What follows belongs to an exercise in optimizing a design on an open flow for small area, a short achievable clock period and few clock cycles; a production flow would make more cautious choices.
In this exercise RTL edits were held to simulation tests only and were not proved equivalent to the original.
Power is estimated from default activity; no workload was simulated.

==> fjord <==
Design TPU, start of the top module:
module TPU(
    clk,
    rst_n,
    in_valid,
    K,
    M,
    N,
    busy,
    A_wr_en,
    A_index,
    A_data_in,
    A_data_out,
    B_wr_en,
    B_index,
    B_data_in,
    B_data_out,
    C_wr_en,
    C_index,
    C_data_in,
    C_data_out
);
export LEC_CHECK = 0
export CAP_MARGIN = 20
export CORE_MARGIN = 2
export CORE_UTILIZATION = 40
export SLEW_MARGIN = 20
create_clock -name core_clock -period 10.0 [get_ports {clk}]
standard.sh (not shown) runs the stock make flow with config.mk's settings and CLKGATE_MAP_FILE= SYNTH_SCRIPT=/design/flow/synth_recipe.tcl, a recipe that flattens the netlist after the stock synthesis.
==> flow/flow/run.sh <==
#!/bin/bash
# Layout: the standard flow (standard.sh, unchanged synthesis), with the
# timing repair aimed at a shorter period than the 10 ns constraint, so that
# the layout's achieved period is pushed down. The make output goes to
# standard.log; ORFS keeps each step's own log under orfs/logs/.
set -euo pipefail
cd "$(dirname "${BASH_SOURCE[0]}")/.."
bash standard.sh SETUP_SLACK_MARGIN=6.5 finish > standard.log 2>&1
==> sierra: changes against fjord <==
--- a/flow/design.v
+++ b/flow/design.v
@@ -14,15 +14,15 @@
 wire pp3_0, pp3_1, pp3_2, pp3_3, pp3_4, pp3_5, pp3_6, pp3_7, pp3_8, pp3_9;
 wire s1, c2, s3, c4, s5, c6, s7, c8, s9, c10, s11, c12;
 wire s13, c14, s15, c16, s17, c18, s19, c20, s21, c22, s23, c24;
 wire s25, c26, s27, c28, s29, c30, s31, c32, s33, c34, s35, c36;
 wire s37, c38, s39, c40, s41, c42, s43, c44, s45, c46, s47, c48;
 wire s49, c50, s51, c52, s53, c54, s55, c56, s57, c58, s59, c60;
 reg p0_0, p0_1, p0_2, p1_2, p0_3, p1_3, p0_4, p1_4, p0_5, p1_5, p0_6, p1_6, p0_7, p1_7, p0_8, p1_8, p0_9, p1_9, p0_10, p1_10, p0_11, p1_11, p0_12, p1_12, p0_13, p1_13, p0_14, p1_14, p0_15;
-wire [15:0] q = clr ? 16'd0 : acc_lo;
+wire [15:0] q = acc_lo;
 assign pp0_0 = ((s[0] & b[0]) | (s[2] & b3[0]));
 assign pp0_1 = ((s[0] & b[1]) | (s[1] & b[0]) | (s[2] & b3[1]));
 assign pp0_2 = ((s[0] & b[2]) | (s[1] & b[1]) | (s[2] & b3[2]));
 assign pp0_3 = ((s[0] & b[3]) | (s[1] & b[2]) | (s[2] & b3[3]));
 assign pp0_4 = ((s[0] & b[4]) | (s[1] & b[3]) | (s[2] & b3[4]));
 assign pp0_5 = ((s[0] & b[5]) | (s[1] & b[4]) | (s[2] & b3[5]));
 assign pp0_6 = ((s[0] & b[6]) | (s[1] & b[5]) | (s[2] & b3[6]));
@@ -147,15 +147,15 @@
     p0_12 <= s29;
     p1_12 <= c28;
     p0_13 <= s31;
     p1_13 <= c30;
     p0_14 <= pp3_8;
     p1_14 <= c32;
     p0_15 <= pp3_9;
-    {cy, acc_lo} <= x + y;
+    {cy, acc_lo} <= clr ? 17'd0 : x + y;
     acc_hi <= clr ? 8'd0 : acc_hi + cy;
 end
 endmodule
 module TPU(
     clk,
     rst_n,
     in_valid,
@@ -203,33 +203,33 @@
 wire [7:0]  km1   = k_r - 8'd1;
 wire [7:0]  mm1   = m_r - 8'd1;
 wire [5:0]  mgm1  = mm1[7:2];    
 wire [1:0]  mlast = mm1[1:0];    
 wire [7:0]  nm1   = n_r - 8'd1;
 reg         setup;       
 reg         iss;         
-reg         first;       
-reg [1:0]   stall;       
+reg [2:0]   stall;       
 reg [7:0]   kdown;       
 reg [5:0]   gdown;       
 reg [5:0]   hdown;       
 reg [13:0]  a_idx, b_idx, b_base;
 assign A_index = {2'b00, a_idx};
 assign B_index = {2'b00, b_idx};
-wire        v      = iss & (stall == 2'd0);
+wire        v      = iss & (stall == 3'd0);
+wire        cm     = setup | (iss & (stall == 3'd1));
 wire        k_last = (kdown == 8'd0);
 wire        g_last = (gdown == 6'd0);
 wire        h_last = (hdown == 6'd0);
 wire [1:0]  rows_m1 = g_last ? mlast : 2'd3;
 reg [11:0]  a_op [0:3];      
 reg [7:0]   b_op [0:3];
 reg [9:0]   b3_op [0:3];     
-reg         f1, l1, j1;
+reg         c1, l1, j1;
 reg [1:0]   r1;
-reg         f2, l2, j2;
+reg         c2, l2, j2;
 reg [1:0]   r2;
 reg         rd_act, rd_job_last;
 reg [1:0]   rd_row, rd_left;
 reg         wr_job_last;
 reg [13:0]  c_idx;
 reg [95:0]  wr_data;
 assign C_index = {2'b00, c_idx};
@@ -266,24 +266,23 @@
             end
         end
     end
     if (setup)
         c_idx <= 14'd0;
     else if (C_wr_en)
         c_idx <= c_idx + 14'd1;
-    f2 <= f1;
+    c2 <= c1;
 end
 always @(posedge clk or negedge rst_n) begin
     if (!rst_n) begin
         busy    <= 1'b0;
         setup   <= 1'b0;
         iss     <= 1'b0;
-        first   <= 1'b0;
-        stall   <= 2'd0;
-        f1      <= 1'b0;
+        stall   <= 3'd0;
+        c1      <= 1'b0;
         l1      <= 1'b0;
         j1      <= 1'b0;
         r1      <= 2'd0;
         l2      <= 1'b0;
         j2      <= 1'b0;
         r2      <= 2'd0;
         rd_act  <= 1'b0;
@@ -294,32 +293,29 @@
         wr_job_last <= 1'b0;
     end else begin
         if (in_valid)
             busy <= 1'b1;
         setup <= in_valid;
         if (setup) begin
             iss   <= 1'b1;
-            first <= 1'b1;
-            stall <= 2'd0;
+            stall <= 3'd0;
         end else if (iss) begin
-            if (stall != 2'd0) begin
-                stall <= stall - 2'd1;
+            if (stall != 3'd0) begin
+                stall <= stall - 3'd1;
             end else begin
-                first <= 1'b0;
                 if (k_last) begin
-                    first <= 1'b1;
-                    stall <= rows_m1;
+                    stall <= {1'b0, rows_m1} + 3'd1;
                     if (g_last && h_last) begin
                         iss   <= 1'b0;
-                        stall <= 2'd0;
+                        stall <= 3'd0;
                     end
                 end
             end
         end
-        f1 <= v & first;
+        c1 <= cm;
         l1 <= v & k_last;
         j1 <= v & k_last & g_last & h_last;
         r1 <= rows_m1;
         l2 <= l1;
         j2 <= j1;
         r2 <= r1;
         if (l2) begin
@@ -356,15 +352,15 @@
 wire        cy     [0:15];
 genvar r, c;
 generate
     for (r = 0; r < 4; r = r + 1) begin : row
         for (c = 0; c < 4; c = c + 1) begin : col
             PE pe(
                 .clk(clk),
-                .clr(f2),
+                .clr(c2),
                 .s(a_op[r]),
                 .b(b_op[c]),
                 .b3(b3_op[c]),
                 .acc_lo(acc_lo[4*r+c]),
                 .acc_hi(acc_hi[4*r+c]),
                 .cy(cy[4*r+c])
             );
==> flow/flow/run.sh (replaced) <==
#!/bin/bash
# Layout: the standard flow (standard.sh, unchanged synthesis), with the
# timing repair aimed at a shorter period than the 10 ns constraint, so that
# the layout's achieved period is pushed down. The make output goes to
# standard.log; ORFS keeps each step's own log under orfs/logs/.
set -euo pipefail
cd "$(dirname "${BASH_SOURCE[0]}")/.."
bash standard.sh SETUP_SLACK_MARGIN=7.0 finish > standard.log 2>&1
==> flow/config.mk (replaced) <==
export PLATFORM = sky130hd
export DESIGN_NAME = TPU
export DESIGN_NICKNAME = TPU
export VERILOG_FILES = /design/flow/design.v
export SDC_FILE = /design/flow/constraint.sdc
export NUM_CORES = 4
export LEC_CHECK = 0
export CAP_MARGIN = 20
export CORE_MARGIN = 2
export CORE_UTILIZATION = 60
export CTS_CLUSTER_DIAMETER = 90
export CTS_CLUSTER_SIZE = 22
export PLACE_DENSITY = 0.72
export SLEW_MARGIN = 20
==> comparison <==
fjord finished with timing, DRC and antenna clean. sierra went through all stages and came out clean.
Between fjord and sierra, the lower routed wire length is in sierra (gap about 15%, measured against sierra).
In sierra the synthesized cell count is lower than in fjord, by about 12%.
Between fjord and sierra, the lower first-iteration DRC count is in sierra (gap 2.7%, measured against sierra).
Against sierra, the setup slack of fjord is worse by 0.27 ns.
Against fjord, the combinational power of sierra is larger by about 7%.
In sierra the critical path depth is lower than in fjord, by 11.
Of fjord and sierra, sierra has the higher worst hold slack (gap 0.0079 ns).
In fjord the cell count is larger than in sierra, by 23%.
Against sierra, the non-clock buffer count of fjord is lower by 20.
In sequential cell count, sierra and fjord do not differ.
Between sierra and fjord, the lower die area is in sierra (gap 37%, measured against fjord).
Testbench counts of fjord, summed over its fixed seeds: cycles 424,122.
Testbench counts of sierra, summed over its fixed seeds: cycles 431,998.

static timing again, ports no longer ideal:
In the flow no input, the clock included, has a driving cell. The finished layouts below were timed again as built, in two steps.
Step 1 sets driving cells, clkbuf_16 on the clock port and buf_2 on the other inputs (assumed; they add their load-dependent delay and slew).
Step 2 moves the port delays by t, midway between the first and last clock arrival at a register: inputs arrive t later, outputs are due t later. That takes back most of the time a late clock gives input paths.
a / b / c = ideal / step 1 / step 2; a / b = the first two.
run | t (ns) | setup WS [ns] | cell pins on the clock port's net
fjord | 0.858 | 6.437 / 6.437 / 5.678 | 1
sierra | 0.810 | 6.710 / 6.633 / 6.181 | 1
After both steps every run listed still meets setup and hold. The setup slack of fjord, which loses most, moves by 0.000 ns with the drivers and by -0.759 ns with both steps.
